What follows belongs to an exercise in optimizing a design on an open flow for small area and a short achievable clock period; a production flow would make more cautious choices. At most, simulation tests tie the RTL to the original design; equivalence was not proved. Function not checked in runs 6 to 8: the RTL went through the layout flow alone. Power figures rest on the tool's default switching activity, not on a simulated workload.

==> design/flow/flow/run.sh <==
#!/bin/bash
# Standard ORFS layout with faster port buffers and sizing free to change
# cell footprints; the tools' output goes to standard.log and the ORFS logs.
set -e
bash standard.sh MATCH_CELL_FOOTPRINT=0 \
  "BUFFER_PORTS_ARGS=-buffer_cell sky130_fd_sc_hd__buf_2" \
  SETUP_SLACK_MARGIN=2.4 CTS_CLUSTER_SIZE=30 CTS_CLUSTER_DIAMETER=150 finish > standard.log 2>&1
==> design/flow/standard.sh <==
#!/bin/bash
# synth_recipe.tcl (not shown) runs the flow's synth.tcl, then flattens the netlist and writes it again
# the make line also repeats each setting of config.mk as NAME=value (left out here)
make -C /OpenROAD-flow-scripts/flow DESIGN_CONFIG=/design/flow/config.mk WORK_HOME=/design/flow/orfs CLKGATE_MAP_FILE= SYNTH_SCRIPT=/design/flow/synth_recipe.tcl "${@:-finish}"
==> design/flow/config.mk <==
export PLATFORM = sky130hd
export DESIGN_NAME = fifo_sync
export DESIGN_NICKNAME = fifo_sync
export VERILOG_FILES = /design/flow/design.v
export SDC_FILE = /design/flow/constraint.sdc
export NUM_CORES = 4
export LEC_CHECK = 0
export CAP_MARGIN = 20
export CORE_MARGIN = 2
export CORE_UTILIZATION = 60
export PLACE_DENSITY = 0.72
export SLEW_MARGIN = 20
==> design/flow/constraint.sdc <==
create_clock -name core_clock -period 4.3 [get_ports {clk}]
set_input_delay 0.8600 -clock core_clock [delete_from_list [all_inputs] [get_ports {clk}]]
set_output_delay 0.8600 -clock core_clock [all_outputs]
set_load 0.01 [all_outputs]
==> design/flow/design.v <==
module fifo_sync #(
    parameter int WIDTH = 32,
    parameter int DEPTH = 16    
)(
    input  logic                 clk,
    input  logic                 rst_n,
    input  logic                 wr_en,
    input  logic [WIDTH-1:0]     wr_data,
    output logic                 full,
    input  logic                 rd_en,
    output logic [WIDTH-1:0]     rd_data,
    output logic                 empty,
    output logic [$clog2(DEPTH+1)-1:0] level
);
    localparam int PTR_W  = $clog2(DEPTH);
    localparam int MDEPTH = DEPTH - 1;         
    logic [WIDTH-1:0] mem [0:MDEPTH-1];
    logic [WIDTH-1:0] head;
    logic [MDEPTH-1:0]           wr_sel;       
    logic [MDEPTH-1:0]           rd_sel;       
    logic [$clog2(DEPTH+1)-1:0]  count;
    logic                        full_r;       
    logic                        nonempty_r;   
    logic                        le1_r;        
    logic push, pop;
    assign push = wr_en && !full_r;
    assign pop  = rd_en && nonempty_r;
    logic mem_push, mem_pop;
    assign mem_push = push && nonempty_r && !(le1_r && rd_en);
    assign mem_pop  = pop && !le1_r;
    always_ff @(posedge clk) begin
        for (int i = 0; i < MDEPTH; i++)
            if (push && wr_sel[i]) mem[i] <= wr_data;
    end
    logic             keep;
    logic [WIDTH-1:0] head_d;
    assign keep = !rd_en && nonempty_r;
    always_comb begin
        head_d = (head & {WIDTH{keep}}) | (wr_data & {WIDTH{!keep && le1_r}});
        for (int i = 0; i < MDEPTH; i++)
            head_d = head_d | (mem[i] & {WIDTH{!keep && !le1_r && rd_sel[i]}});
    end
    always_ff @(posedge clk) begin
        head <= head_d;
    end
    always_ff @(posedge clk or negedge rst_n) begin
        if (!rst_n) begin
            wr_sel     <= MDEPTH'(1);
            rd_sel     <= MDEPTH'(1);
            count      <= '0;
            full_r     <= 1'b0;
            nonempty_r <= 1'b0;
            le1_r      <= 1'b1;
        end else begin
            if (mem_push) wr_sel <= {wr_sel[MDEPTH-2:0], wr_sel[MDEPTH-1]};
            if (mem_pop)  rd_sel <= {rd_sel[MDEPTH-2:0], rd_sel[MDEPTH-1]};
            if (push && !pop) begin
                count      <= count + 1'b1;
                full_r     <= (count == DEPTH-1);
                nonempty_r <= 1'b1;
                le1_r      <= !nonempty_r;
            end else if (pop && !push) begin
                count      <= count - 1'b1;
                full_r     <= 1'b0;
                nonempty_r <= (count != 1);
                le1_r      <= (count <= 2);
            end
        end
    end
    assign rd_data = head;
    assign full    = count[PTR_W];
    assign empty   = !nonempty_r;
    assign level   = count;
endmodule
==> results of run 1 <==
==> cell type report <==
cell class | count | area, um^2
fillers | 2162 | 10740
inverters | 5 | 23.77
well taps | 442 | 553.0
repair buffers | 120 | 975.9
clock buffers | 38 | 631.9
clock inverters | 1 | 20.02
multi-input cells | 506 | 3577
flip-flops and latches | 550 | 16090
==> synth_stat cells, types with 5 or more instances <==
master | count | share of area
nor2_1 | 8 | 0.0015
and2_1 | 15 | 0.0047
clkbuf_1 | 44 | 0.0083
nand4_1 | 9 | 0.0028
o21ai_0 | 32 | 0.0081
mux2_2 | 30 | 0.017
a21oi_1 | 77 | 0.019
ha_1 | 6 | 0.0038
dfxtp_1 | 32 | 0.032
nand3_1 | 29 | 0.0073
o22ai_1 | 22 | 0.0069
a22oi_1 | 132 | 0.050
buf_2 | 29 | 0.0073
nand2_1 | 42 | 0.0079
nor3_1 | 5 | 0.0013
dfrtp_1 | 35 | 0.044
edfxtp_1 | 480 | 0.73
a222oi_1 | 58 | 0.029
==> worst register-to-register path: cells and delay by family (launching register included) <==
| family | cells | cell delay [ns] |
|---|---|---|
| and+or+nand+nor | 2 | 1.09 |
| DFF | 1 | 0.48 |
==> per-layer routing <==
layer / vias to the layer above / track usage
met3: 69 / 0.02094
met2: 558 / 0.4416
met5: - / 0
met4: 0 / 0.05953
met1: 5638 / 0.3791
li1: 4778 / -
==> state kept, by name (all words and copies together) (netlist names) <==
signal      count
wr_sel         15
full_r          1
rd_sel         15
head           32
nonempty_r      1
le1_r           1
count           5
mem           480
==> logic make-up (layout without fill, tap and decap cells) <==
logic type               after synthesis  in the layout  synth area share
adder cells (fa/ha/maj)                6              6          0.003777
flip-flops                           550            550            0.8054
buffers and inverters                 85            164           0.01958
multiplexers                          31             31           0.01750
AND/OR/NAND/NOR                      124            125           0.03135
AO/OA/AOI/OAI                        339            339            0.1202
XOR/XNOR                               5              5          0.002203
==> power groups by stage <==
stage | Clock (mW) | Sequential, mW | Combinational [mW]
2_1_floorplan | 0 | 6.14 | 0.336
3_3_place_gp | 0 | 6.11 | 0.675
3_5_place_dp | 0 | 6.12 | 0.694
4_1_cts | 2.56 | 6.01 | 0.839
5_1_grt | 2.74 | 6.02 | 0.967
6_report | 2.54 | 6.01 | 0.888
==> worst min path at each step <==
stage	startpoint	endpoint	slack (ns)	cells past startpoint
2_1_floorplan	head[13]$_DFF_P_	head[13]$_DFF_P_	0.48	2
3_3_place_gp	head[3]$_DFF_P_	head[3]$_DFF_P_	0.43	2
3_5_place_dp	head[30]$_DFF_P_	head[30]$_DFF_P_	0.44	2
4_1_cts	rst_n	wr_sel[4]$_DFFE_PN0P_	0.46	1
5_1_grt	head[1]$_DFF_P_	head[1]$_DFF_P_	0.48	2
6_report	rst_n	rd_sel[5]$_DFFE_PN0P_	0.43	1
==> timing repair <==
action / in CTS / in global routing
cloned: 0 / 1
buffers inserted: 9 / 20
pin swaps: 0 / 5
gates resized for setup: 78 / 35
setup endpoints to repair: 577 / 557
==> run_results.csv, run 1 <==
group,metric,value,unit
critical_path,worstPathMaxFanout,3,
finish,stdcell_area,21870,um^2
placed_design,hpwlAfterDp,24740,um
pwr,switching_share,0.2222,
pwr,total_power,9.441,mW
clock_tree,cts.htree.levels,1,
finish,diodes,0,
clock_tree,cts.sinks,550,
timing,min_period,2.022,ns
timing,holdWs,0.4277,ns
timing,worst_slew_pin_slew,1.046,ns
floorplan,pin_count,75,
global_route,gr-usage-all-layers,0.2617,
synthesis,synth_edf_count,480,
placed_design,placed_cell_area,20610,um^2
route,wl_met3,3914,um
global_route,grt-ovfl-total,0,
clock_tree,clk_path_buf_depth,3,
timing,rsz0062_at_grt,"yes",
floorplan,dieArea,34600,um^2
timing,tns,0,ns
clock_tree,cts_tree,"done",
critical_path,r2r-start,"full_r$_DFFE_PN0P_",
worst_hold_path,hold_path.class,"input pin to asynchronous set/reset pin",
synthesis,synth-seq-cells,550,
clock_tree,numCtsBuffers,22,
pwr,max-vdd-ir-drop,0.2875,mV
global_route,grt_pass1_vias,10720,
floorplan,die_w,186.0,um
floorplan,die_h,186.0,um
critical_path,path_class,"flip-flop to output pin",
timing,fin_ws,2.278,ns
finish,final_nets,1247,
route,num_vias,11040,
route,drt_first_iter_violations,1590,
critical_path,ff2ff_setup_slack,2.33,ns
timing,slew_headroom,0.3030,
pwr,power_density,431.6,nW/um^2
finish,layout_commonest_cell,"edfxtp_1",
critical_path,critical_path.top_delay_family,"flip-flops",
timing,drv_slew,0,
pwr,pwr-share-seq,0.637,
critical_path,crit_start,"nonempty_r$_DFFE_PN0P_",
pwr,cellInternalPower,7.343,mW
synthesis,yosysSeqAreaShare,0.8054,
floorplan,initial_core_util,0.6094,
outcome,status,"complete, no violations",
route,wirelength,45480,um
critical_path,cp.arrival,1.16,ns
pwr,p_clk_frac,0.269,
route,route.detailed.drc,0,
critical_path,cp_cell_sequence,"inv_4 > buf_6",
flow_run,cap_violations,0,
synthesis,ys_warn_count,2,
finish,layout_common_cells,"edfxtp_1 (480), a22oi_1 (132), a21oi_1 (76), a222oi_1 (58), buf_2 (44)",
placed_design,dp_slack,1.643,ns
finish,drive_above_1_share,0.2098,
global_route,antenna_found_initial,0,
synthesis,syn_area,19880,um^2
pwr,pwr-share-comb,0.094,
pwr,p_leak,7.226,nW
route,wl_met1,17940,um
floorplan,core_area,32620,um^2
timing,timing.final.crit_share,0.4701,
synthesis,avgSynthCellArea,17.44,um^2
clock_tree,path_clk_slew,0.11,ns
route,dr.pass1.iters,8,
placed_design,io_buffer_count,74,
synthesis,async_flop_share,0.06909,
critical_path,slowest_delay,0.45,ns
global_route,grt_max_degree,39,
floorplan,rows,66,
synthesis,synthFlopType,"edfxtp_1",
clock_tree,clk_latency,0.56,ns
critical_path,slowest_stage,"dfrtp_2",
timing,hold_violations,0,
route,via_per_inst,6.644,
critical_path,critPathCaptureType,"output pin",
critical_path,startpoint_type,"flip-flop",
placed_design,gp_congestion,0.7582,
pwr,p_sw,2.097,mW
critical_path,required,3.44,ns
clock_tree,cts.root.buffer_cell,"clkbuf_16",
route,met2_length,22670,um
route,ant_nets,0,
clock_tree,cts_hold_buffers,0,
timing,max_freq,494.7,MHz
timing,finalSetupViolCount,0,
synthesis,synth.distinct_cells,39,
critical_path,path_depth,2,
synthesis,syn-num-nets,1182,
route,topRoutingLayerUsed,"met4",
critical_path,r2r-end,"mem[6][10]$_DFFE_PP_",
finish,area_growth,10.05,%
critical_path,r2r_cells,2,
critical_path,cp_num_buf_inv,2,
finish,final_cell_count_no_fill,1662,
timing,fin_skew,0.02367,ns
placed_design,placedCellCount,1593,
synthesis,synthCells,1140,
critical_path,endpoint,"empty",
global_route,grt_pass1_wl,66240,um
route,wl_per_cell,27.36,um
finish,fin_util,0.6706,
==> inputs of run 2 (changes only) <==
--- a/design/flow/config.mk
+++ b/design/flow/config.mk
@@ -11,2 +11,2 @@
 export PLACE_DENSITY = 0.72
-export SLEW_MARGIN = 20
+export SLEW_MARGIN = 60
==> run 2 against run 1 <==
Die area did not move; fmax rose by 0.43%; final cell count rose by 0.66%; routed wire length rose by 0.45%; critical path type unchanged.
==> run_results.csv, run 2 <==
group,metric,value,unit
outcome,status,"complete, no violations",
timing,finalSetupViolCount,0,
synthesis,synth_compound_area_frac,0.1202,
route,ant_nets,0,
floorplan,rows,66,
synthesis,synth-seq-cells,550,
global_route,grt_pass1_wl,66340,um
clock_tree,cts_hold_buffers,0,
synthesis,synth.area.mux_share,0.01750,
clock_tree,numCtsBuffers,22,
finish,top_regs,"mem: 480 flops, head: 32 flops",
finish,stdcell_area,22170,um^2
synthesis,synth.distinct_cells,39,
route,num_vias,11030,
critical_path,worstPathMaxFanout,2,
floorplan,core_area,32620,um^2
flow_run,cap_violations,0,
route,drt_first_iter_violations,1719,
pwr,p_leak,7.350,nW
synthesis,yosysTopAreaCell,"edfxtp_1",
synthesis,syn-num-nets,1182,
timing,worst_slew_pin_slew,0.5591,ns
synthesis,synth_edf_count,480,
pwr,max-vdd-ir-drop,0.2959,mV
synthesis,synth_xor_area_frac,0.002203,
clock_tree,cts_tree,"done",
floorplan,initial_core_util,0.6094,
finish,area_growth,11.51,%
finish,diodes,0,
floorplan,dieArea,34600,um^2
clock_tree,clk_path_buf_depth,3,
synthesis,synthCells,1140,
timing,max_freq,496.8,MHz
finish,regMostFlops,"mem",
pwr,p_clk_frac,0.268,
synthesis,synth_top_cell_area_share,0.7251,
synthesis,synthTopCellsByArea,"edfxtp_1 (73%), a22oi_1 (5.0%), dfrtp_1 (4.4%)",
timing,fin_skew,0.02830,ns
finish,layout_commonest_cell,"edfxtp_1",
global_route,grt-ovfl-total,0,
synthesis,synth_fa_ha_area_frac,0.003777,
synthesis,netlist_top_cells_count,"edfxtp_1 (480), a22oi_1 (132), a21oi_1 (77)",
pwr,power_density,425.9,nW/um^2
synthesis,synth_top_family_by_area,"compound AO/OA/AOI/OAI gates",
timing,hold_violations,0,
global_route,antenna_found_initial,0,
synthesis,synthFlopType,"edfxtp_1",
finish,fillers,2149,
placed_design,hpwlAfterDp,24860,um
timing,rsz0062_at_grt,"yes",
synthesis,syn_area,19880,um^2
synthesis,avgSynthCellArea,17.44,um^2
timing,timing.final.crit_share,0.4681,
clock_tree,cts.root.buffer_cell,"clkbuf_16",
pwr,pwr-share-comb,0.095,
timing,slew_headroom,0.6273,
timing,min_period,2.013,ns
route,wirelength,45680,um
worst_hold_path,hold_path.class,"input pin to asynchronous set/reset pin",
floorplan,pin_count,75,
critical_path,critical_path.top_delay_family,"flip-flops",
finish,final_nets,1259,
clock_tree,path_clk_slew,0.11,ns
timing,drv_slew,0,
critical_path,path_class,"flip-flop to output pin",
synthesis,yosys.area_share.simple,0.03135,
global_route,grt_max_degree,39,
critical_path,slowest_stage,"dfrtp_2",
clock_tree,clk_latency,0.56,ns
route,route.detailed.drc,0,
finish,layout_common_cells,"edfxtp_1 (480), a22oi_1 (132), a21oi_1 (76), a222oi_1 (58), nand2_1 (41)",
critical_path,cp.arrival,1.15,ns
critical_path,slowest_delay,0.43,ns
finish,largest_register_ffs,480,
critical_path,r2r-start,"rd_sel[5]$_DFFE_PN0P_",
clock_tree,cts.sinks,550,
route,wl_per_cell,27.31,um
critical_path,cp_cell_sequence,"inv_2 > buf_6",
synthesis,ys_warn_count,2,
global_route,grt_pass1_vias,10680,
pwr,pwr-share-seq,0.637,
pwr,p_sw,2.091,mW
timing,tns,0,ns
timing,holdWs,0.2056,ns
critical_path,crit_start,"nonempty_r$_DFFE_PN0P_",
critical_path,critPathCaptureType,"output pin",
critical_path,cp_num_buf_inv,2,
critical_path,required,3.44,ns
finish,drive_above_1_share,0.2161,
pwr,cellInternalPower,7.350,mW
floorplan,die_w,186.0,um
placed_design,gp_congestion,0.7582,
synthesis,yosysSeqAreaShare,0.8054,
synthesis,async_flop_share,0.06909,
global_route,gr-usage-all-layers,0.2623,
placed_design,io_buffer_count,74,
synthesis,yosysMostFrequentCell,"edfxtp_1",
route,via_per_inst,6.591,
critical_path,startpoint_type,"flip-flop",
pwr,switching_share,0.2215,
route,dr.pass1.iters,5,
placed_design,placed_cell_area,20680,um^2
clock_tree,cts.htree.levels,1,
floorplan,die_h,186.0,um
-- run 2: cell counts after synthesis --
Identical to the previous run, type by type.
-- run 2: layout make-up --
class                           instances  area, um^2  area share
Timing Repair Buffer                  133        1301     0.05871
Clock buffer                           37       628.1     0.02834
Tap cell                              442       553.0     0.02495
Multi-Input combinational cell        505        3552      0.1603
Clock inverter                          1       20.02   0.0009032
Sequential cell                       550       16090      0.7259
Inverter                                5       21.27   0.0009596
-- run 2: what timing repair did --
item                                   4_1_cts  5_1_grt
setup endpoints to repair                   63       86
endpoints found under the hold margin        0        0
resized for setup                           56       32
setup buffers                                8       22
-- run 2: worst paths after layout --
check	depth (start not counted)	slack [ns]	to
min in group core_clock	2	0.46	head[3]$_DFF_P_
hold reg to reg	2	0.46	head[3]$_DFF_P_
max in group asynchronous	1	3.76	rd_sel[13]$_DFFE_PN0P_
setup reg to reg	4	2.46	head[11]$_DFF_P_
setup / recovery	2	2.29	empty
hold / removal	1	0.21	rd_sel[4]$_DFFE_PN0P_
-- run 2: logic make-up (layout without fill, tap and decap cells) --
group,Yosys count,after routing
XOR/XNOR,5,5
multiplexers,31,31
AND/OR/NAND/NOR,124,124
AO/OA/AOI/OAI,339,339
adder cells (fa/ha/maj),6,6
buffers and inverters,85,176
flip-flops,550,550
-- run 2: metal layers --
layer  up-vias  share of wire  GRT usage
met3        54          0.076    0.02700
met4         0          0.018    0.06079
met2       520           0.50     0.4382
met1      5655           0.41     0.3793
met5         -              0          0
li1       4797              -          -
-- run 2: power groups by stage --
stage                     combinational (mW)  clock (mW)  sequential [mW]
after floorplan                        0.336           0             6.14
after detailed placement               0.697           0             6.12
final                                  0.896        2.53             6.01
after global routing                   0.978        2.73             6.02
after CTS                              0.826        2.56             6.00
after global placement                 0.675           0             6.11
-- run 2: through the flow --
stage               setup slack [ns]  instances  power (mW)    util
global route                   2.255       1673       9.729  0.6795
global placement               1.697       1593       6.789  0.6318
floorplan                      2.108       1140       6.475       -
finish                         2.287       1673       9.441  0.6795
detailed placement             1.834       1594       6.814  0.6339
CTS                            2.284       1640       9.391  0.6608
==> inputs of run 3 (changes only) <==
--- a/design/flow/config.mk
+++ b/design/flow/config.mk
@@ -7,6 +7,5 @@
 export LEC_CHECK = 0
-export CAP_MARGIN = 20
+export CAP_MARGIN = 50
 export CORE_MARGIN = 2
-export CORE_UTILIZATION = 60
-export PLACE_DENSITY = 0.72
-export SLEW_MARGIN = 60
+export CORE_UTILIZATION = 40
+export SLEW_MARGIN = 70
==> run 3 against run 2 <==
Still clean on timing, DRC and antenna; non-clock buffer count up 23; sequential cell count stayed put; combinational power up 0.6%; cell area increased by 3.5%; register-to-register slack barely moved; hold slack worse by 0.020 ns; die area is 49% higher; clock skew fell by 0.0014 ns; first-iteration DRC count is 20% lower; fmax increased by 1.5%.
==> run_results.csv, run 3 <==
group,metric,value,unit
flow_run,cap_violations,0,
synthesis,syn_area,19880,um^2
synthesis,synth_edf_count,480,
route,dr.pass1.iters,5,
route,wl_met3,3271,um
timing,drv_slew,0,
floorplan,pin_count,75,
timing,tns,0,ns
timing,fin_skew,0.02689,ns
critical_path,required,3.44,ns
pwr,max-vdd-ir-drop,0.2896,mV
floorplan,core_area,48950,um^2
synthesis,yosysTopAreaCell,"edfxtp_1",
synthesis,synth.distinct_cells,39,
pwr,power_density,412.2,nW/um^2
route,drt_first_iter_violations,1372,
critical_path,critPathCaptureType,"output pin",
synthesis,synthCells,1140,
route,via_per_inst,5.658,
route,wirelength,47730,um
global_route,grt-ovfl-total,0,
placed_design,gp_congestion,0.7562,
timing,rsz0062_at_grt,"yes",
critical_path,startpoint_type,"flip-flop",
finish,final_cell_count_no_fill,1920,
finish,layout_common_cells,"edfxtp_1 (480), a22oi_1 (132), a21oi_1 (76), a222oi_1 (58), buf_6 (47)",
critical_path,r2r-start,"le1_r$_DFFE_PN1P_",
global_route,grt_pass1_vias,10720,
synthesis,async_flop_share,0.06909,
finish,top_regs,"mem: 480 flops, head: 32 flops",
synthesis,netlist_top_cells_count,"edfxtp_1 (480), a22oi_1 (132), a21oi_1 (77)",
timing,max_freq,504.0,MHz
finish,diodes,0,
route,route.detailed.drc,0,
finish,largest_register_ffs,480,
synthesis,synthTopCellsByArea,"edfxtp_1 (73%), a22oi_1 (5.0%), dfrtp_1 (4.4%)",
route,met2_length,23210,um
global_route,grt_pass1_wl,70300,um
critical_path,r2r_cells,4,
global_route,gr-usage-all-layers,0.1858,
floorplan,dieArea,51490,um^2
synthesis,synthFlopType,"edfxtp_1",
route,wl_per_cell,24.86,um
timing,worst_slew_pin_slew,0.4424,ns
clock_tree,path_clk_slew,0.11,ns
timing,finalSetupViolCount,0,
floorplan,rows,81,
finish,regMostFlops,"mem",
worst_hold_path,hold_path.class,"input pin to asynchronous set/reset pin",
clock_tree,cts.htree.levels,1,
synthesis,syn-num-nets,1182,
global_route,antenna_found_initial,2,
critical_path,cp.arrival,1.12,ns
route,wl_met1,20460,um
clock_tree,cts.root.buffer_cell,"clkbuf_16",
outcome,status,"complete, no violations",
placed_design,placedCellCount,1850,
synthesis,synth-seq-cells,550,
route,num_vias,10860,
placed_design,io_buffer_count,74,
finish,area_growth,15.43,%
finish,drive_above_1_share,0.2205,
critical_path,path_class,"flip-flop to output pin",
clock_tree,clk_latency,0.56,ns
route,topRoutingLayerUsed,"met5",
critical_path,r2r-end,"wr_sel[2]$_DFFE_PN0P_",
pwr,p_leak,7.551,nW
floorplan,die_h,226.9,um
critical_path,worstPathMaxFanout,2,
synthesis,yosysMostFrequentCell,"edfxtp_1",
timing,min_period,1.984,ns
timing,slew_headroom,0.7050,
global_route,grt_max_degree,39,
clock_tree,cts.sinks,550,
placed_design,hpwlAfterDp,29720,um
synthesis,yosysSeqAreaShare,0.8054,
timing,timing.final.crit_share,0.4614,
floorplan,die_w,226.9,um
finish,layout_commonest_cell,"edfxtp_1",
route,ant_nets,0,
synthesis,ys_warn_count,2,
synthesis,avgSynthCellArea,17.44,um^2
clock_tree,clk_path_buf_depth,3,
floorplan,initial_core_util,0.4061,
clock_tree,numCtsBuffers,22,
critical_path,ff2ff_setup_slack,2.47,ns
timing,hold_violations,0,
synthesis,synth_top_cell_area_share,0.7251,
finish,final_nets,1282,
finish,fillers,4102,
clock_tree,cts_tree,"done",
[run 3: cell counts after synthesis]
No cell type changed its count.
[run 3: final cells by class]
cell class                 instances  area [um^2]  area share
sequential                       550        16090      0.7014
multi-input combinational        505         3562      0.1553
timing repair buffer             156         1779     0.07754
tap                              664        830.8     0.03621
clock buffer                      39        635.6     0.02770
inverter                           5        23.77    0.001036
clock inverter                     1        20.02   0.0008725
[run 3: what timing repair did]
action                     CTS  global route
setup buffers               15            10
resized for setup           82            16
cloned                       0             0
pin swaps                    2             4
setup endpoints to repair   44            90
hold buffers                 0             0
[run 3: worst max path at each step]
stage	startpoint	endpoint	slack (ns)	cells after the start
final	nonempty_r$_DFFE_PN0P_	empty	2.32	2
after detailed placement	wr_en	mem[5][7]$_DFFE_PP_	1.87	5
after global placement	wr_en	mem[11][5]$_DFFE_PP_	1.64	3
after CTS	nonempty_r$_DFFE_PN0P_	empty	2.29	2
after floorplan	wr_en	count[3]$_DFFE_PN0P_	2.11	7
after global routing	nonempty_r$_DFFE_PN0P_	empty	2.27	2
[run 3: worst max-delay path, cell delays in order, from the launching register on]
cell and delay [ns]:
dfrtp_2 0.42, inv_2 0.07, buf_6 0.10
[run 3: logic make-up after synthesis]
| family | Yosys count | share of synthesized area |
|---|---|---|
| buffers and inverters | 85 | 0.01958 |
| XOR/XNOR | 5 | 0.002203 |
| AO/OA/AOI/OAI | 339 | 0.1202 |
| adder cells (fa/ha/maj) | 6 | 0.003777 |
| AND/OR/NAND/NOR | 124 | 0.03135 |
| multiplexers | 31 | 0.01750 |
| flip-flops | 550 | 0.8054 |
[run 3: through the flow]
stage / utilization / setup slack [ns] / instance area, um^2 / hold slack, ns / total power [mW]
global route: 0.4687 / 2.268 / 22940 / 0.1892 / 9.789
global placement: 0.4268 / 1.640 / 20890 / 0.4437 / 6.818
CTS: 0.4647 / 2.288 / 22750 / 0.1782 / 9.496
detailed placement: 0.4439 / 1.867 / 21730 / 0.4451 / 6.843
finish: 0.4687 / 2.316 / 22940 / 0.1853 / 9.457
floorplan: - / 2.108 / 19940 / 0.4832 / 6.475
[run 3: where the power goes]
part	switching (mW)	total [mW]	internal, mW	leakage (nW)
clock	1.51	2.55	1.03	0.312
combinational	0.502	0.901	0.399	2.17
sequential	0.0882	6.01	5.92	5.07
total	2.10	9.46	7.36	7.55
[run 3: routing by layer]
| metal | GRT usage | up-vias |
|---|---|---|
| met5 | 0 | - |
| met4 | 0.03353 | 2 |
| met3 | 0.01931 | 44 |
| met2 | 0.3099 | 396 |
| met1 | 0.2679 | 5568 |
| li1 | - | 4854 |
==> inputs of run 4 (changes only) <==
--- a/design/flow/config.mk
+++ b/design/flow/config.mk
@@ -9,3 +9,4 @@
 export CORE_MARGIN = 2
-export CORE_UTILIZATION = 40
+export CORE_UTILIZATION = 60
+export PLACE_DENSITY = 0.72
 export SLEW_MARGIN = 70
==> run 4 against run 3 <==
Still clean on timing, DRC and antenna; register-to-register slack is essentially flat; via count grew 3.3%; sequential power is essentially flat; first-iteration DRC count grew 15%; worst setup slack lost 0.035 ns; routed wire length shrank 1.6%; combinational power grew 2.6%; largest power group unchanged.
==> run_results.csv, run 4 <==
group,metric,value,unit
timing,drv_slew,0,
synthesis,synth.distinct_cells,39,
floorplan,dieArea,34600,um^2
critical_path,required,3.44,ns
clock_tree,clk_latency,0.56,ns
pwr,max-vdd-ir-drop,0.2907,mV
finish,fillers,2033,
timing,fin_skew,0.02468,ns
synthesis,synth-seq-cells,550,
route,dr.pass1.iters,6,
flow_run,cap_violations,0,
finish,layout_common_cells,"edfxtp_1 (480), a22oi_1 (132), a21oi_1 (76), a222oi_1 (58), buf_4 (42)",
route,route.detailed.drc,0,
clock_tree,cts.sinks,550,
synthesis,netlist_top_cells_count,"edfxtp_1 (480), a22oi_1 (132), a21oi_1 (77)",
route,ant_nets,0,
finish,regMostFlops,"mem",
placed_design,placed_cell_area,21430,um^2
route,num_vias,11220,
placed_design,gp_congestion,0.7582,
finish,final_nets,1283,
clock_tree,path_clk_slew,0.11,ns
pwr,switching_share,0.2241,
pwr,p_sw,2.129,mW
global_route,grt_pass1_wl,68540,um
critical_path,cp_num_buf_inv,2,
critical_path,slowest_stage,"dfrtp_2",
floorplan,die_w,186.0,um
critical_path,critPathCaptureType,"output pin",
route,wirelength,46960,um
floorplan,core_area,32620,um^2
synthesis,yosysSeqAreaShare,0.8054,
placed_design,io_buffer_count,74,
route,drt_first_iter_violations,1581,
critical_path,path_class,"flip-flop to output pin",
critical_path,startpoint_type,"flip-flop",
finish,layout_commonest_cell,"edfxtp_1",
finish,stdcell_area,22750,um^2
outcome,status,"complete, no violations",
synthesis,avgSynthCellArea,17.44,um^2
pwr,p_leak,7.592,nW
timing,max_freq,495.2,MHz
critical_path,cp.arrival,1.16,ns
floorplan,die_h,186.0,um
critical_path,critical_path.top_delay_family,"flip-flops",
timing,hold_violations,0,
synthesis,ys_warn_count,2,
global_route,grt_pass1_vias,11060,
clock_tree,cts.htree.levels,1,
pwr,total_power,9.499,mW
finish,fin_util,0.6974,
synthesis,synthFlopType,"edfxtp_1",
floorplan,rows,66,
pwr,cellInternalPower,7.370,mW
finish,area_growth,14.43,%
clock_tree,cts.root.buffer_cell,"clkbuf_16",
timing,finalSetupViolCount,0,
finish,largest_register_ffs,480,
critical_path,worstPathMaxFanout,2,
synthesis,synth_edf_count,480,
pwr,pwr-share-seq,0.633,
timing,slew_headroom,0.6972,
global_route,grt-ovfl-total,0,
global_route,antenna_found_initial,0,
critical_path,cp_cell_sequence,"inv_4 > buf_6",
finish,drive_above_1_share,0.2315,
timing,rsz0062_at_grt,"yes",
floorplan,pin_count,75,
finish,diodes,0,
synthesis,synthCells,1140,
synthesis,syn_area,19880,um^2
placed_design,hpwlAfterDp,27690,um
worst_hold_path,hold_path.class,"input pin to asynchronous set/reset pin",
synthesis,syn-num-nets,1182,
finish,top_regs,"mem: 480 flops, head: 32 flops",
global_route,grt_max_degree,39,
timing,worst_slew_pin_slew,0.4542,ns
synthesis,yosysMostFrequentCell,"edfxtp_1",
clock_tree,numCtsBuffers,22,
floorplan,initial_core_util,0.6094,
global_route,gr-usage-all-layers,0.2707,
clock_tree,clk_path_buf_depth,3,
synthesis,synth_top_cell_area_share,0.7251,
route,via_per_inst,6.605,
pwr,p_clk_frac,0.269,
synthesis,synthTopCellsByArea,"edfxtp_1 (73%), a22oi_1 (5.0%), dfrtp_1 (4.4%)",
route,wl_per_cell,27.64,um
synthesis,async_flop_share,0.06909,
pwr,pwr-share-comb,0.097,
timing,min_period,2.019,ns
critical_path,slowest_delay,0.44,ns
timing,tns,0,ns
critical_path,r2r-start,"rd_sel[3]$_DFFE_PN0P_",
pwr,power_density,417.6,nW/um^2
finish,final_cell_count_no_fill,1699,
timing,timing.final.crit_share,0.4696,
critical_path,crit_start,"nonempty_r$_DFFE_PN0P_",
clock_tree,cts_tree,"done",
synthesis,yosysTopAreaCell,"edfxtp_1",
placed_design,placedCellCount,1623,
## run 4: changes by cell type in the layout (fill, tap and decap cells not counted), sizes merged
cell and change:
buf +3, clkbuf +3, dlymetal6s4s -1, dlymetal6s2s -4
## run 4: repair_timing
action	CTS	global route
hold buffers	0	0
resized for setup	68	20
pin swaps	0	7
gates cloned	0	1
endpoints found under the setup margin	46	67
hold endpoints to repair	0	0
buffers inserted	16	17
## run 4: worst paths after layout
path	to	slack, ns	cells past startpoint
max	empty	2.28	2
min	rd_sel[1]$_DFFE_PN0P_	0.21	1
max reg2reg	head[27]$_DFF_P_	2.46	6
min reg2reg	head[30]$_DFF_P_	0.47	2
max in group asynchronous	rd_sel[0]$_DFFE_PN1P_	3.78	1
min in group core_clock	head[30]$_DFF_P_	0.47	2
## run 4: layout make-up
| cell class | instances | area, um^2 | share of cell area |
|---|---|---|---|
| sequential | 550 | 16090 | 0.7073 |
| clock buffer | 39 | 635.6 | 0.02794 |
| inverter | 5 | 26.28 | 0.001155 |
| tap | 442 | 553.0 | 0.02431 |
| timing repair buffer | 157 | 1844 | 0.08108 |
| multi-input combinational | 505 | 3578 | 0.1573 |
| clock inverter | 1 | 20.02 | 0.0008801 |
## run 4: kinds of logic after synthesis
family / synth area share
XOR/XNOR: 0.002203
flip-flops: 0.8054
buffers and inverters: 0.01958
adder cells (fa/ha/maj): 0.003777
AO/OA/AOI/OAI: 0.1202
multiplexers: 0.01750
AND/OR/NAND/NOR: 0.03135
## run 4: routing by layer
metal,GRT usage,routed length (um)
met2,0.4507,23460
met1,0.3950,18850
met3,0.02876,3743
met5,0,0
met4,0.05669,901
## run 4: power by group through the flow
stage	sequential (mW)	combinational, mW	clock, mW
floorplan	6.14	0.336	0
global placement	6.11	0.675	0
detailed placement	6.12	0.705	0
CTS	6.01	0.853	2.58
global route	6.03	1.00	2.76
finish	6.02	0.924	2.56
## run 4: metrics by stage
| step | setup WS, ns | hold slack (ns) |
|---|---|---|
| 2_1_floorplan | 2.108 | 0.4832 |
| 3_3_place_gp | 1.697 | 0.4305 |
| 3_5_place_dp | 1.854 | 0.4453 |
| 4_1_cts | 2.274 | 0.1928 |
| 5_1_grt | 2.242 | 0.2112 |
| 6_report | 2.281 | 0.2071 |
==> inputs of run 5 (changes only) <==
--- a/design/flow/config.mk
+++ b/design/flow/config.mk
@@ -7,6 +7,5 @@
 export LEC_CHECK = 0
-export CAP_MARGIN = 50
+export CAP_MARGIN = 20
 export CORE_MARGIN = 2
-export CORE_UTILIZATION = 60
-export PLACE_DENSITY = 0.72
-export SLEW_MARGIN = 70
+export CORE_UTILIZATION = 40
+export SLEW_MARGIN = 20
==> run 5 against run 4 <==
Non-clock buffer count fell by 39; cell area shrank 2.7%; critical path depth is the same; clock-buffer cell count stayed put; register-to-register slack got worse by 0.14 ns; routed wire length rose by 3.0%; sequential share of layout area rose by 2.0 points; worst setup slack lost 0.020 ns; via count fell by 4.1%; still clean; synthesized area unchanged; clock power hardly changed.
==> run_results.csv, run 5 <==
group,metric,value,unit
outcome,status,"complete, no violations",
floorplan,pin_count,75,
synthesis,async_flop_share,0.06909,
route,route.detailed.drc,0,
timing,worst_slew_pin_slew,1.082,ns
floorplan,dieArea,51490,um^2
finish,largest_register_ffs,480,
synthesis,yosysSeqAreaShare,0.8054,
synthesis,avgSynthCellArea,17.44,um^2
timing,finalSetupViolCount,0,
global_route,grt_pass1_wl,69470,um
finish,layout_common_cells,"edfxtp_1 (480), a22oi_1 (132), a21oi_1 (76), a222oi_1 (58), nand2_1 (41)",
worst_hold_path,hold_path.class,"input pin to asynchronous set/reset pin",
timing,max_freq,490.3,MHz
timing,drv_slew,0,
placed_design,gp_congestion,0.7562,
pwr,p_leak,7.214,nW
critical_path,cp_cell_sequence,"inv_4 > buf_6",
synthesis,syn-num-nets,1182,
synthesis,synth-seq-cells,550,
critical_path,crit_start,"nonempty_r$_DFFE_PN0P_",
timing,fin_skew,0.02646,ns
clock_tree,cts.sinks,550,
placed_design,placedCellCount,1816,
finish,diodes,0,
critical_path,startpoint_type,"flip-flop",
finish,top_regs,"mem: 480 flops, head: 32 flops",
pwr,p_sw,2.150,mW
timing,timing.final.crit_share,0.4743,
critical_path,worstPathMaxFanout,3,
finish,area_growth,11.34,%
clock_tree,path_clk_slew,0.11,ns
critical_path,critPathCaptureType,"output pin",
clock_tree,clk_latency,0.57,ns
pwr,power_density,430.4,nW/um^2
critical_path,required,3.44,ns
synthesis,netlist_top_cells_count,"edfxtp_1 (480), a22oi_1 (132), a21oi_1 (77)",
timing,tns,0,ns
synthesis,synthFlopType,"edfxtp_1",
timing,min_period,2.039,ns
pwr,pwr-share-seq,0.631,
critical_path,slowest_delay,0.45,ns
synthesis,synthCells,1140,
critical_path,path_class,"flip-flop to output pin",
floorplan,rows,81,
pwr,cellInternalPower,7.376,mW
global_route,grt_max_degree,39,
finish,regMostFlops,"mem",
clock_tree,clk_path_buf_depth,3,
floorplan,die_w,226.9,um
route,dr.pass1.iters,7,
clock_tree,numCtsBuffers,22,
pwr,p_clk_frac,0.271,
clock_tree,cts.root.buffer_cell,"clkbuf_16",
flow_run,cap_violations,0,
route,topRoutingLayerUsed,"met5",
global_route,grt-ovfl-total,0,
clock_tree,cts.htree.levels,1,
route,wl_met1,21200,um
critical_path,cp.arrival,1.18,ns
route,met2_length,23110,um
synthesis,yosysMostFrequentCell,"edfxtp_1",
floorplan,die_h,226.9,um
floorplan,initial_core_util,0.4061,
pwr,max-vdd-ir-drop,0.2514,mV
timing,rsz0062_at_grt,"yes",
finish,layout_commonest_cell,"edfxtp_1",
synthesis,synth.distinct_cells,39,
synthesis,ys_warn_count,2,
timing,slew_headroom,0.2783,
critical_path,r2r-start,"full_r$_DFFE_PN0P_",
route,ant_nets,0,
floorplan,core_area,48950,um^2
route,wirelength,48370,um
synthesis,synthTopCellsByArea,"edfxtp_1 (73%), a22oi_1 (5.0%), dfrtp_1 (4.4%)",
global_route,grt_pass1_vias,10440,
clock_tree,cts_tree,"done",
synthesis,synth_edf_count,480,
timing,hold_violations,0,
synthesis,yosysTopAreaCell,"edfxtp_1",
route,wl_met3,2967,um
route,wl_per_cell,25.69,um
critical_path,slowest_stage,"dfrtp_2",
route,drt_first_iter_violations,1289,
synthesis,synth_top_cell_area_share,0.7251,
placed_design,io_buffer_count,74,
pwr,switching_share,0.2257,
global_route,antenna_found_initial,1,
global_route,gr-usage-all-layers,0.1846,
route,num_vias,10760,
synthesis,syn_area,19880,um^2
placed_design,hpwlAfterDp,26180,um
route,via_per_inst,5.714,
finish,drive_above_1_share,0.2043,
finish,final_nets,1245,
finish,final_cell_count_no_fill,1883,
pwr,pwr-share-comb,0.097,
-- run 5: final timing paths --
path	cells after the start	slack, ns	end
max	2	2.26	empty
min	1	0.39	count[2]$_DFFE_PN0P_
max reg2reg	3	2.32	mem[6][5]$_DFFE_PP_
min reg2reg	2	0.48	head[13]$_DFF_P_
max in group asynchronous	1	3.28	rd_sel[1]$_DFFE_PN0P_
min in group core_clock	2	0.48	head[13]$_DFF_P_
-- run 5: kinds of logic after synthesis --
logic type | after synthesis | synth area share
AO/OA/AOI/OAI | 339 | 0.1202
multiplexers | 31 | 0.01750
flip-flops | 550 | 0.8054
buffers and inverters | 85 | 0.01958
AND/OR/NAND/NOR | 124 | 0.03135
adder cells (fa/ha/maj) | 6 | 0.003777
XOR/XNOR | 5 | 0.002203
-- run 5: worst max-delay path: cells and delay by family (launching register included) --
kind                   cells  cell delay [ns]
flip-flops                 1             0.45
buffers and inverters      2             0.16
-- run 5: power by group through the flow --
| stage | registers [mW] | logic, mW | clock network, mW |
|---|---|---|---|
| 5_1_grt | 6.03 | 1.02 | 2.80 |
| 3_3_place_gp | 6.12 | 0.703 | 0 |
| 2_1_floorplan | 6.14 | 0.336 | 0 |
| 3_5_place_dp | 6.12 | 0.711 | 0 |
| 6_report | 6.01 | 0.929 | 2.58 |
| 4_1_cts | 6.01 | 0.892 | 2.63 |
-- run 5: what timing repair did --
item / CTS / global route
hold endpoints to repair: 0 / 0
hold buffers: 0 / 0
pin swaps: 1 / 3
setup buffers: 13 / 13
resized for setup: 98 / 13
gates cloned: 0 / 1
endpoints found under the setup margin: 577 / 559
-- run 5: final cells by class --
| cell class | instances | area (um^2) |
|---|---|---|
| well taps | 664 | 830.8 |
| clock buffers | 39 | 635.6 |
| repair buffers | 118 | 992.2 |
| multi-input cells | 506 | 3543 |
| clock inverters | 1 | 20.02 |
| flip-flops and latches | 550 | 16090 |
| inverters | 5 | 23.77 |
| fillers | 4207 | 26820 |
-- run 5: per-stage QoR --
stage / area (um^2) / setup WS, ns / util / power, mW / hold slack, ns
2_1_floorplan: 19940 / 2.108 / - / 6.475 / 0.4832
3_3_place_gp: 20890 / 1.640 / 0.4268 / 6.818 / 0.4437
3_5_place_dp: 20890 / 1.632 / 0.4268 / 6.827 / 0.4451
4_1_cts: 21950 / 2.173 / 0.4484 / 9.532 / 0.3985
5_1_grt: 22130 / 2.221 / 0.4521 / 9.842 / 0.4278
6_report: 22130 / 2.261 / 0.4521 / 9.525 / 0.3870
-- run 5: routing by layer --
metal | up-vias | GRT usage
li1 | 4764 | -
met1 | 5541 | 0.2681
met2 | 395 | 0.2983
met3 | 57 | 0.02099
met4 | 2 | 0.04584
met5 | - | 0
==> inputs of run 6 (changes only) <==
--- a/design/flow/design.v
+++ b/design/flow/design.v
@@ -24,2 +24,3 @@
     logic                        le1_r;        
+    logic                        empty_r;      
     logic push, pop;
@@ -53,2 +54,3 @@
             le1_r      <= 1'b1;
+            empty_r    <= 1'b1;
         end else begin
@@ -61,2 +63,3 @@
                 le1_r      <= !nonempty_r;
+                empty_r    <= 1'b0;
             end else if (pop && !push) begin
@@ -66,2 +69,3 @@
                 le1_r      <= (count <= 2);
+                empty_r    <= (count == 1);
             end
@@ -71,3 +75,3 @@
     assign full    = count[PTR_W];
-    assign empty   = !nonempty_r;
+    assign empty   = empty_r;
     assign level   = count;
--- a/design/flow/config.mk
+++ b/design/flow/config.mk
@@ -7,5 +7,5 @@
 export LEC_CHECK = 0
-export CAP_MARGIN = 20
+export CAP_MARGIN = 50
 export CORE_MARGIN = 2
 export CORE_UTILIZATION = 40
-export SLEW_MARGIN = 20
+export SLEW_MARGIN = 70
==> run 6 against run 5 <==
Register-to-register slack better by 0.14 ns; non-clock buffer count is 45 higher; synthesized cell count is 1.9% lower; sequential share of layout area is 3.5 points lower; clock skew is 0.0031 ns higher; critical path type unchanged; highest routed layer is now met4.
==> run_results.csv, run 6 <==
group,metric,value,unit
synthesis,async_flop_share,0.07078,
timing,hold_violations,0,
route,route.detailed.drc,0,
synthesis,synthFlopType,"edfxtp_1",
synthesis,synth_top_cell_area_share,0.7157,
finish,drive_above_1_share,0.2451,
finish,layout_common_cells,"edfxtp_1 (480), a222oi_1 (78), a22oi_1 (77), a221oi_1 (53), buf_4 (44)",
floorplan,dieArea,52160,um^2
pwr,power_density,410.0,nW/um^2
timing,holdWs,0.1993,ns
critical_path,crit_start,"empty_r$_DFFE_PN1P_",
timing,fin_skew,0.02954,ns
floorplan,core_area,49970,um^2
finish,layout_commonest_cell,"edfxtp_1",
clock_tree,cts.root.buffer_cell,"clkbuf_16",
synthesis,netlist_top_cells_count,"edfxtp_1 (480), a222oi_1 (78), a22oi_1 (77)",
route,num_vias,11070,
critical_path,r2r-end,"head[24]$_DFF_P_",
critical_path,worstPathMaxFanout,2,
route,wirelength,49010,um
timing,rsz0062_at_grt,"yes",
global_route,grt-ovfl-total,0,
synthesis,yosysSeqAreaShare,0.7962,
floorplan,initial_core_util,0.4031,
finish,area_growth,15.86,%
critical_path,cp_cell_sequence,"buf_6",
timing,worst_slew_pin_slew,0.4282,ns
clock_tree,clk_path_buf_depth,3,
global_route,gr-usage-all-layers,0.1835,
placed_design,io_buffer_count,74,
finish,top_regs,"mem: 480 flops, head: 32 flops",
critical_path,path_class,"flip-flop to output pin",
floorplan,rows,82,
timing,max_freq,479.8,MHz
pwr,p_leak,7.620,nW
timing,drv_slew,0,
critical_path,r2r_cells,4,
critical_path,critical_path.top_delay_family,"flip-flops",
critical_path,critPathCaptureType,"output pin",
global_route,grt_pass1_vias,11120,
synthesis,syn-num-nets,1160,
critical_path,cp_num_buf_inv,1,
synthesis,ys_warn_count,2,
timing,timing.final.crit_share,0.4847,
global_route,antenna_found_initial,0,
timing,min_period,2.084,ns
clock_tree,cts.htree.levels,1,
global_route,grt_max_degree,40,
clock_tree,clk_latency,0.57,ns
finish,final_nets,1262,
pwr,switching_share,0.2237,
synthesis,avgSynthCellArea,18.01,um^2
pwr,pwr-share-comb,0.100,
synthesis,syn_area,20140,um^2
pwr,p_sw,2.140,mW
synthesis,yosysTopAreaCell,"edfxtp_1",
synthesis,synth-seq-cells,551,
route,via_per_inst,5.801,
finish,diodes,0,
pwr,p_clk_frac,0.270,
critical_path,slowest_stage,"dfstp_2",
pwr,pwr-share-seq,0.630,
pwr,max-vdd-ir-drop,0.2858,mV
route,dr.pass1.iters,9,
critical_path,required,3.44,ns
finish,fillers,4213,
critical_path,ff2ff_setup_slack,2.46,ns
critical_path,startpoint_type,"flip-flop",
timing,tns,0,ns
critical_path,cp.arrival,1.22,ns
clock_tree,cts.sinks,551,
floorplan,die_w,228.4,um
timing,slew_headroom,0.7145,
route,drt_first_iter_violations,1380,
finish,largest_register_ffs,480,
timing,finalSetupViolCount,0,
clock_tree,numCtsBuffers,22,
worst_hold_path,hold_path.class,"input pin to asynchronous set/reset pin",
critical_path,endpoint,"empty",
floorplan,die_h,228.4,um
synthesis,yosysMostFrequentCell,"edfxtp_1",
critical_path,path_depth,1,
placed_design,hpwlAfterDp,30450,um
clock_tree,cts_tree,"done",
critical_path,slowest_delay,0.56,ns
finish,regMostFlops,"mem",
pwr,cellInternalPower,7.428,mW
synthesis,synth.distinct_cells,44,
route,wl_per_cell,25.69,um
placed_design,gp_congestion,0.7204,
outcome,status,"complete, no violations",
critical_path,r2r-start,"rd_sel[13]$_DFFE_PN0P_",
route,ant_nets,0,
clock_tree,path_clk_slew,0.11,ns
global_route,grt_pass1_wl,72310,um
synthesis,synth_edf_count,480,
synthesis,synthCells,1118,
synthesis,synthTopCellsByArea,"edfxtp_1 (72%), dfrtp_1 (4.3%), a222oi_1 (3.9%)",
flow_run,cap_violations,0,
floorplan,pin_count,75,
==> run 6: cell type report <==
type | count | area [um^2] | area share
sequential | 551 | 16140 | 0.6916
multi-input combinational | 453 | 3652 | 0.1565
timing repair buffer | 163 | 1939 | 0.08311
tap | 672 | 840.8 | 0.03603
clock inverter | 1 | 20.02 | 0.0008579
clock buffer | 39 | 635.6 | 0.02724
inverter | 29 | 108.9 | 0.004665
==> run 6: worst min-delay path by stage <==
stage	to	slack, ns	cells after the start
5_1_grt	count[0]$_DFFE_PN0P_	0.20	1
3_3_place_gp	full_r$_DFFE_PN0P_	0.46	2
3_5_place_dp	head[22]$_DFF_P_	0.48	1
6_report	count[0]$_DFFE_PN0P_	0.20	1
4_1_cts	count[0]$_DFFE_PN0P_	0.19	1
2_1_floorplan	full_r$_DFFE_PN0P_	0.44	2
==> run 6: power groups by stage <==
stage          logic (mW)  clock network, mW  registers (mW)
5_1_grt              1.04               2.80            6.04
4_1_cts             0.916               2.63            6.03
6_report            0.956               2.58            6.03
3_5_place_dp        0.728                  0            6.13
2_1_floorplan       0.376                  0            6.14
3_3_place_gp        0.671                  0            6.13
==> run 6: stage by stage <==
stage                       util  std cells  power [mW]  area [um^2]  setup WS (ns)
after floorplan                -       1118       6.520        20220          2.071
after global placement    0.4214       1795       6.797        21050          1.413
after detailed placement  0.4406       1832       6.856        22020          1.535
after CTS                 0.4627       1891       9.579        23120          2.195
after global routing      0.4670       1908       9.883        23330          2.185
final                     0.4670       1908       9.568        23330          2.216
==> run 6: kinds of logic (layout without fill, tap and decap cells) <==
| logic type | after synthesis | after routing | share of synthesized area |
|---|---|---|---|
| flip-flops | 551 | 551 | 0.7962 |
| AO/OA/AOI/OAI | 296 | 296 | 0.1180 |
| buffers and inverters | 116 | 232 | 0.02907 |
| AND/OR/NAND/NOR | 113 | 115 | 0.03168 |
| multiplexers | 31 | 31 | 0.01913 |
| adder cells (fa/ha/maj) | 6 | 6 | 0.003727 |
| XOR/XNOR | 5 | 5 | 0.002175 |
==> run 6: what timing repair did <==
action / in CTS / in global routing
endpoints found under the hold margin: 0 / 0
buffers inserted: 18 / 16
pin swaps: 2 / 4
gates resized for setup: 88 / 11
cloned: 1 / 1
endpoints found under the setup margin: 63 / 94
hold buffers: 0 / 0
==> run 6: routing by layer <==
layer / GRT usage / wire (um) / vias to the layer above
met5: 0 / 0 / -
met4: 0.03636 / 921 / 0
met3: 0.02196 / 3207 / 52
met2: 0.2975 / 23200 / 420
met1: 0.2690 / 21680 / 5752
li1: - / - / 4844
==> inputs of run 7 (changes only) <==
--- a/design/flow/design.v
+++ b/design/flow/design.v
@@ -18,11 +18,9 @@
     logic [WIDTH-1:0] head;
-    logic [MDEPTH-1:0]           wr_sel;       
+    logic [PTR_W-1:0]            wr_ptr;       
     logic [MDEPTH-1:0]           rd_sel;       
     logic [$clog2(DEPTH+1)-1:0]  count;
-    logic                        full_r;       
     logic                        nonempty_r;   
     logic                        le1_r;        
-    logic                        empty_r;      
     logic push, pop;
-    assign push = wr_en && !full_r;
+    assign push = wr_en && !count[PTR_W];
     assign pop  = rd_en && nonempty_r;
@@ -32,4 +30,3 @@
     always_ff @(posedge clk) begin
-        for (int i = 0; i < MDEPTH; i++)
-            if (push && wr_sel[i]) mem[i] <= wr_data;
+        if (push) mem[wr_ptr] <= wr_data;
     end
@@ -48,11 +45,9 @@
         if (!rst_n) begin
-            wr_sel     <= MDEPTH'(1);
+            wr_ptr     <= '0;
             rd_sel     <= MDEPTH'(1);
             count      <= '0;
-            full_r     <= 1'b0;
             nonempty_r <= 1'b0;
             le1_r      <= 1'b1;
-            empty_r    <= 1'b1;
         end else begin
-            if (mem_push) wr_sel <= {wr_sel[MDEPTH-2:0], wr_sel[MDEPTH-1]};
+            if (mem_push) wr_ptr <= (wr_ptr == PTR_W'(MDEPTH-1)) ? '0 : wr_ptr + 1'b1;
             if (mem_pop)  rd_sel <= {rd_sel[MDEPTH-2:0], rd_sel[MDEPTH-1]};
@@ -60,12 +55,8 @@
                 count      <= count + 1'b1;
-                full_r     <= (count == DEPTH-1);
                 nonempty_r <= 1'b1;
                 le1_r      <= !nonempty_r;
-                empty_r    <= 1'b0;
             end else if (pop && !push) begin
                 count      <= count - 1'b1;
-                full_r     <= 1'b0;
                 nonempty_r <= (count != 1);
                 le1_r      <= (count <= 2);
-                empty_r    <= (count == 1);
             end
@@ -75,3 +66,3 @@
     assign full    = count[PTR_W];
-    assign empty   = empty_r;
+    assign empty   = !nonempty_r;
     assign level   = count;
--- a/design/flow/flow/run.sh
+++ b/design/flow/flow/run.sh
@@ -6,2 +6,2 @@
   "BUFFER_PORTS_ARGS=-buffer_cell sky130_fd_sc_hd__buf_2" \
-  SETUP_SLACK_MARGIN=2.4 CTS_CLUSTER_SIZE=30 CTS_CLUSTER_DIAMETER=150 finish > standard.log 2>&1
+  SETUP_SLACK_MARGIN=2.4  finish > standard.log 2>&1
--- a/design/flow/config.mk
+++ b/design/flow/config.mk
@@ -7,5 +7,5 @@
 export LEC_CHECK = 0
-export CAP_MARGIN = 50
+export CAP_MARGIN = 20
 export CORE_MARGIN = 2
 export CORE_UTILIZATION = 40
-export SLEW_MARGIN = 70
+export SLEW_MARGIN = 20
==> run 7 against run 6 <==
Global-route usage up 1.3 points; highest routed layer unchanged; register-to-register slack worse by 0.19 ns; combinational power up 61%; clock-buffer cell count rose by 26; fmax up 2.6%; critical path depth is 7 higher; critical path type is now flip-flop to flip-flop; first-iteration DRC count shrank 20%; total power rose by 32%; routed wire length rose by 4.4%; critical endpoint is now mem[14][18]$_DFFE_PP_; hold slack better by 0.091 ns; clock power grew 81%.
==> run_results.csv, run 7 <==
group,metric,value,unit
global_route,gr-usage-all-layers,0.1966,
critical_path,worstPathMaxFanout,5,
global_route,grt_max_degree,65,
timing,timing.final.crit_share,0.4723,
placed_design,hpwlAfterDp,26750,um
pwr,max-vdd-ir-drop,0.3707,mV
global_route,grt_pass1_wl,73590,um
floorplan,initial_core_util,0.4047,
critical_path,cp.arrival,2.34,ns
finish,regMostFlops,"mem",
pwr,power_density,525.4,nW/um^2
finish,diodes,0,
timing,tns,0,ns
route,wirelength,51180,um
timing,max_freq,492.4,MHz
critical_path,startpoint_type,"flip-flop",
finish,layout_common_cells,"edfxtp_1 (480), a22oi_1 (205), buf_4 (68), clkbuf_16 (60), buf_6 (49)",
route,wl_per_cell,25.94,um
finish,largest_register_ffs,480,
critical_path,path_class,"flip-flop to flip-flop",
route,ant_nets,0,
timing,drv_slew,0,
floorplan,rows,81,
synthesis,synthTopCellsByArea,"edfxtp_1 (73%), a22oi_1 (7.8%), dfxtp_1 (3.2%)",
synthesis,synth.area.mux_share,0.008545,
route,drt_first_iter_violations,1106,
finish,drive_above_1_share,0.2865,
clock_tree,clk_latency,0.59,ns
synthesis,synth_top_cell_area_share,0.7292,
synthesis,syn_area,19770,um^2
synthesis,synth_xor_area_frac,0.002215,
critical_path,required,4.61,ns
floorplan,core_area,48850,um^2
clock_tree,clk_path_buf_depth,3,
timing,rsz0062_at_grt,"yes",
timing,hold_violations,0,
route,dr.pass1.iters,5,
placed_design,gp_congestion,0.7687,
global_route,grt_pass1_vias,11240,
outcome,status,"complete, no violations",
synthesis,async_flop_share,0.04833,
timing,slew_headroom,0.4506,
placed_design,io_buffer_count,74,
flow_run,cap_violations,0,
timing,fin_skew,0.01346,ns
synthesis,synthCells,1107,
synthesis,yosysTopAreaCell,"edfxtp_1",
floorplan,die_w,226.3,um
clock_tree,cts_hold_buffers,0,
route,via_per_inst,5.726,
synthesis,yosys.area_share.simple,0.03912,
pwr,p_leak,7.872,nW
synthesis,avgSynthCellArea,17.86,um^2
synthesis,syn-num-nets,1148,
synthesis,yosysSeqAreaShare,0.7946,
synthesis,netlist_top_cells_count,"edfxtp_1 (480), a22oi_1 (205), nor2_1 (43)",
route,route.detailed.drc,0,
synthesis,synth_compound_area_frac,0.1287,
synthesis,synth_top_family_by_area,"compound AO/OA/AOI/OAI gates",
clock_tree,path_clk_slew,0.06,ns
clock_tree,cts_tree,"done",
synthesis,ys_warn_count,1,
finish,top_regs,"mem: 480 flops, head: 32 flops, rd_sel: 15 flops",
timing,holdWs,0.2903,ns
finish,layout_commonest_cell,"edfxtp_1",
worst_hold_path,hold_path.class,"input pin to asynchronous set/reset pin",
critical_path,critPathCaptureType,"flip-flop",
floorplan,die_h,226.3,um
route,num_vias,11300,
clock_tree,cts.sinks,538,
synthesis,synth_fa_ha_area_frac,0.003165,
finish,final_nets,1307,
clock_tree,cts.htree.levels,2,
synthesis,synthFlopType,"edfxtp_1",
global_route,antenna_found_initial,0,
synthesis,synth_edf_count,480,
timing,min_period,2.031,ns
timing,finalSetupViolCount,0,
synthesis,yosysMostFrequentCell,"edfxtp_1",
synthesis,synth-seq-cells,538,
clock_tree,cts.root.buffer_cell,"clkbuf_16",
floorplan,pin_count,75,
timing,worst_slew_pin_slew,0.8221,ns
synthesis,synth.distinct_cells,47,
clock_tree,numCtsBuffers,54,
finish,area_growth,21.79,%
global_route,grt-ovfl-total,0,
floorplan,dieArea,51210,um^2
==> run 7: cell count changes in the layout (fill, tap and decap cells not counted), moves of 24 or more <==
cell / delta
a221oi_1: -48
a222oi_1: -78
buf_4: +24
a22oi_1: +128
o21ai_0: -24
nor2_1: +31
nand4_1: +29
clkbuf_16: +36
buf_16: -26
inv_1: -27
==> run 7: timing repair <==
| item | CTS | global route |
|---|---|---|
| cloned | 1 | 6 |
| setup buffers | 46 | 24 |
| pin swaps | 10 | 6 |
| gates resized for setup | 112 | 53 |
| setup endpoints to repair | 570 | 408 |
==> run 7: path summary, 6_finish.rpt <==
path | slack [ns] | start | cells after the start | end
worst max-delay path | 2.27 | count[4]$_DFFE_PN0P_ | 8 | mem[14][18]$_DFFE_PP_
worst min-delay path | 0.29 | rst_n | 1 | count[3]$_DFFE_PN0P_
worst max register to register | 2.27 | count[4]$_DFFE_PN0P_ | 8 | mem[14][18]$_DFFE_PP_
worst min register to register | 0.46 | head[13]$_DFF_P_ | 2 | head[13]$_DFF_P_
max in group asynchronous | 3.52 | rst_n | 1 | rd_sel[10]$_DFFE_PN0P_
min in group core_clock | 0.46 | head[13]$_DFF_P_ | 2 | head[13]$_DFF_P_
==> run 7: per-layer routing <==
metal,global-route usage,routed length [um],up-vias
li1,-,-,4916
met1,0.2802,22180,5879
met2,0.3172,24630,450
met3,0.03097,3553,53
met4,0.04987,804,0
met5,0,0,-
==> run 7: power breakdown <==
part	total [mW]	internal, mW	leakage, nW	switching, mW
Combinational	1.54	0.652	2.08	0.885
Sequential	6.43	6.18	4.91	0.250
Clock	4.68	2.73	0.874	1.95
Total	12.6	9.57	7.87	3.08
==> run 7: worst max-delay path, stage by stage (launching register included) <==
cell,delay [ns]
dfrtp_2,0.43
buf_4,0.15
nor2b_4,0.19
nand3b_1,0.14
buf_6,0.17
buf_4,0.13
nor2_4,0.23
buf_6,0.17
clkbuf_16,0.14
==> run 7: layout make-up <==
class,count,area [um^2]
Fill cell,4066,24770
Sequential cell,538,15790
Multi-Input combinational cell,484,3835
Timing Repair Buffer,184,1827
Clock buffer,65,1474
Tap cell,664,830.8
Clock inverter,34,300.3
Inverter,4,15.01
==> run 7: stage by stage <==
step	power [mW]	instance area, um^2	setup slack [ns]	instances	utilization
after floorplan	7.054	19880	1.657	1107	-
after global placement	7.537	20980	1.211	1797	0.4294
after detailed placement	7.582	20980	1.145	1797	0.4294
after CTS	12.58	23530	2.240	1943	0.4816
after global routing	13.08	24080	2.218	1973	0.4929
final	12.65	24080	2.269	1973	0.4929
==> run 7: cells by family (layout without fill, tap and decap cells) <==
logic type / count (synthesis) / after routing
muxes: 15 / 15
AOI/OAI and AO/OA: 311 / 311
adders and majority gates: 5 / 5
xor gates and xnor gates: 5 / 5
and+or+nand+nor: 147 / 148
buffers and inverters: 86 / 287
DFF: 538 / 538
==> inputs of run 8 (changes only) <==
--- a/design/flow/flow/run.sh
+++ b/design/flow/flow/run.sh
@@ -6,2 +6,2 @@
   "BUFFER_PORTS_ARGS=-buffer_cell sky130_fd_sc_hd__buf_2" \
-  SETUP_SLACK_MARGIN=2.4  finish > standard.log 2>&1
+  SETUP_SLACK_MARGIN=2.4 CTS_CLUSTER_SIZE=30 CTS_CLUSTER_DIAMETER=150 finish > standard.log 2>&1
==> run 8 against run 7 <==
Global-route usage shrank 0.62 points; synthesized cell count is the same; hold slack gained 0.019 ns; critical path type unchanged; sequential cell count is the same; combinational power grew 5%; critical endpoint is now mem[14][5]$_DFFE_PP_; worst setup slack lost 0.028 ns; critical path depth is the same.
==> run_results.csv, run 8 <==
group,metric,value,unit
outcome,status,"complete, no violations",
critical_path,startpoint_type,"flip-flop",
floorplan,pin_count,75,
timing,rsz0062_at_grt,"yes",
global_route,grt_pass1_wl,71880,um
critical_path,r2r_cells,8,
synthesis,synth.distinct_cells,47,
critical_path,critPathCaptureType,"flip-flop",
route,dr.pass1.iters,5,
synthesis,synthTopCellsByArea,"edfxtp_1 (73%), a22oi_1 (7.8%), dfxtp_1 (3.2%)",
synthesis,synthFlopType,"edfxtp_1",
critical_path,ff2ff_setup_slack,2.24,ns
global_route,grt-ovfl-total,0,
synthesis,synth_edf_count,480,
clock_tree,clk_latency,0.56,ns
global_route,grt_max_degree,65,
global_route,met1_usage,0.2769,
clock_tree,cts_tree,"done",
clock_tree,clk_path_buf_depth,3,
timing,drv_slew,0,
route,ant_nets,0,
route,drt_first_iter_violations,1155,
finish,largest_register_ffs,480,
finish,final_nets,1279,
critical_path,r2r-start,"count[4]$_DFFE_PN0P_",
floorplan,die_w,226.3,um
synthesis,synth-seq-cells,538,
synthesis,yosysSeqAreaShare,0.7946,
clock_tree,cts.htree.levels,1,
clock_tree,cts.root.buffer_cell,"clkbuf_16",
route,wirelength,50430,um
timing,worst_slew_pin_slew,0.7116,ns
timing,hold_violations,0,
critical_path,path_class,"flip-flop to flip-flop",
timing,timing.final.crit_share,0.4788,
global_route,gr-usage-all-layers,0.1904,
floorplan,dieArea,51210,um^2
timing,min_period,2.059,ns
clock_tree,path_clk_slew,0.11,ns
critical_path,required,4.58,ns
placed_design,gp_congestion,0.7687,
pwr,max-vdd-ir-drop,0.3216,mV
critical_path,cp.arrival,2.34,ns
global_route,antenna_found_initial,0,
global_route,grt_use_met2,0.3143,
synthesis,async_flop_share,0.04833,
floorplan,core_area,48850,um^2
timing,max_freq,485.7,MHz
finish,regMostFlops,"mem",
route,route.detailed.drc,0,
synthesis,syn_area,19770,um^2
finish,drive_above_1_share,0.2524,
placed_design,hpwlAfterDp,26750,um
synthesis,yosysTopAreaCell,"edfxtp_1",
synthesis,synth_top_cell_area_share,0.7292,
route,wl_per_cell,26.32,um
pwr,total_power,10.50,mW
finish,fin_util,0.4716,
worst_hold_path,hold_path.class,"input pin to asynchronous set/reset pin",
synthesis,synthCells,1107,
synthesis,syn-num-nets,1148,
floorplan,initial_core_util,0.4047,
clock_tree,cts.sinks,538,
critical_path,worstPathMaxFanout,6,
timing,fin_skew,0.01266,ns
route,via_per_inst,5.792,
critical_path,r2r-end,"mem[14][5]$_DFFE_PP_",
timing,tns,0,ns
floorplan,die_h,226.3,um
placed_design,io_buffer_count,74,
timing,finalSetupViolCount,0,
flow_run,cap_violations,0,
clock_tree,numCtsBuffers,21,
finish,top_regs,"mem: 480 flops, head: 32 flops, rd_sel: 15 flops",
global_route,grt_pass1_vias,10800,
route,num_vias,11100,
finish,layout_common_cells,"edfxtp_1 (480), a22oi_1 (205), buf_4 (64), buf_6 (46), buf_2 (39)",
pwr,p_leak,7.345,nW
synthesis,yosysMostFrequentCell,"edfxtp_1",
synthesis,ys_warn_count,1,
finish,layout_commonest_cell,"edfxtp_1",
pwr,power_density,455.9,nW/um^2
global_route,grt_busiest_layer,"met2",
global_route,met3_usage,0.02695,
timing,slew_headroom,0.5245,
synthesis,avgSynthCellArea,17.86,um^2
finish,diodes,0,
clock_tree,cts_hold_buffers,0,
finish,area_growth,16.53,%
floorplan,rows,81,
synthesis,netlist_top_cells_count,"edfxtp_1 (480), a22oi_1 (205), nor2_1 (43)",
==> run 8: cell counts after synthesis <==
Identical to the previous run, type by type.
==> run 8: critical path, stage by stage, from the launching register on <==
cell       delay [ns]
dfrtp_2          0.45
buf_4            0.15
nor2b_4          0.21
nand3b_1         0.18
buf_6            0.18
buf_4            0.14
nor2_4           0.14
buf_12           0.17
clkbuf_16        0.17
==> run 8: cell families after synthesis <==
logic type | synth area share
buffers and inverters | 0.02367
flip-flops | 0.7946
multiplexers | 0.008545
AO/OA/AOI/OAI | 0.1287
XOR/XNOR | 0.002215
AND/OR/NAND/NOR | 0.03912
adder cells (fa/ha/maj) | 0.003165
==> run 8: cell type report <==
class	instances	area, um^2
inverter	4	15.01
sequential	538	15790
clock inverter	1	8.758
tap	664	830.8
timing repair buffer	189	1979
clock buffer	36	591.8
fill	4137	25810
multi-input combinational	484	3819
==> run 8: worst max-delay path by stage <==
stage / start / endpoint / depth (start not counted)
2_1_floorplan: wr_en / mem[10][0]$_DFFE_PP_ / 4
3_3_place_gp: wr_en / mem[13][4]$_DFFE_PP_ / 5
3_5_place_dp: wr_en / mem[13][8]$_DFFE_PP_ / 5
4_1_cts: count[4]$_DFFE_PN0P_ / full / 1
5_1_grt: count[4]$_DFFE_PN0P_ / mem[14][5]$_DFFE_PP_ / 8
6_report: count[4]$_DFFE_PN0P_ / mem[14][5]$_DFFE_PP_ / 8
==> run 8: repair_timing <==
item | 4_1_cts | 5_1_grt
buffers inserted | 40 | 31
cloned | 1 | 10
endpoints found under the setup margin | 571 | 488
pin swaps | 10 | 7
resized for setup | 103 | 73
==> run 8: layer usage <==
layer / vias up / part of all wire
li1: 4824 / -
met1: 5810 / 0.44
met2: 416 / 0.48
met3: 47 / 0.066
met4: 0 / 0.016
met5: - / 0
==> run 8: through the flow <==
step	instances	hold WS (ns)	setup slack (ns)	cell area (um^2)
final	1916	0.3094	2.241	23040
after global routing	1916	0.3313	2.180	23040
after CTS	1875	0.3205	2.275	22250
after detailed placement	1797	0.4459	1.145	20980
after global placement	1797	0.4442	1.211	20980
after floorplan	1107	0.4734	1.657	19880
==> run 8: power by group <==
group	switching (mW)	total (mW)	internal, mW
clock network	1.50	2.46	0.960
logic	0.911	1.62	0.709
registers	0.248	6.42	6.17

## re-timing with driven ports
In the flow no input, the clock included, has a driving cell. The finished layouts below were timed again as built, in two steps. Step 1 sets driving cells, clkbuf_16 on the clock port and buf_2 on the other inputs (assumed; they add their load-dependent delay and slew). Step 2 moves the port delays by t, midway between the first and last clock arrival at a register: inputs arrive t later, outputs are due t later. That takes back most of the time a late clock gives input paths. Three values: no drivers, after step 1, after step 2; two values: the first two.
run | shift t [ns] | slack for setup (ns) | worst hold slack (ns) | worst setup path at the end | worst slew at a driven data input, ns
run 1 | 0.594 | 2.278 / 2.230 / 1.814 | 0.428 / 0.405 / 0.460 | input to register | 0.03
run 2 | 0.599 | 2.287 / 2.235 / 1.969 | 0.206 / 0.193 / 0.456 | input to register | 0.04
run 3 | 0.603 | 2.316 / 2.260 / 1.980 | 0.185 / 0.166 / 0.474 | input to register | 0.08
run 4 | 0.599 | 2.281 / 2.231 / 1.934 | 0.207 / 0.195 / 0.473 | input to register | 0.04
run 5 | 0.615 | 2.261 / 2.205 / 1.789 | 0.387 / 0.354 / 0.477 | input to register | 0.07
run 6 | 0.611 | 2.216 / 2.159 / 1.983 | 0.199 / 0.176 / 0.506 | input to register | 0.08
run 7 | 0.645 | 2.269 / 2.215 / 1.851 | 0.290 / 0.259 / 0.464 | input to register | 0.05
run 8 | 0.608 | 2.241 / 2.232 / 1.841 | 0.309 / 0.277 / 0.475 | input to register | 0.04
After both steps every run listed still meets setup and hold. For run 5, which loses most, drivers alone change the setup slack by -0.056 ns; drivers and shift together by -0.472 ns.
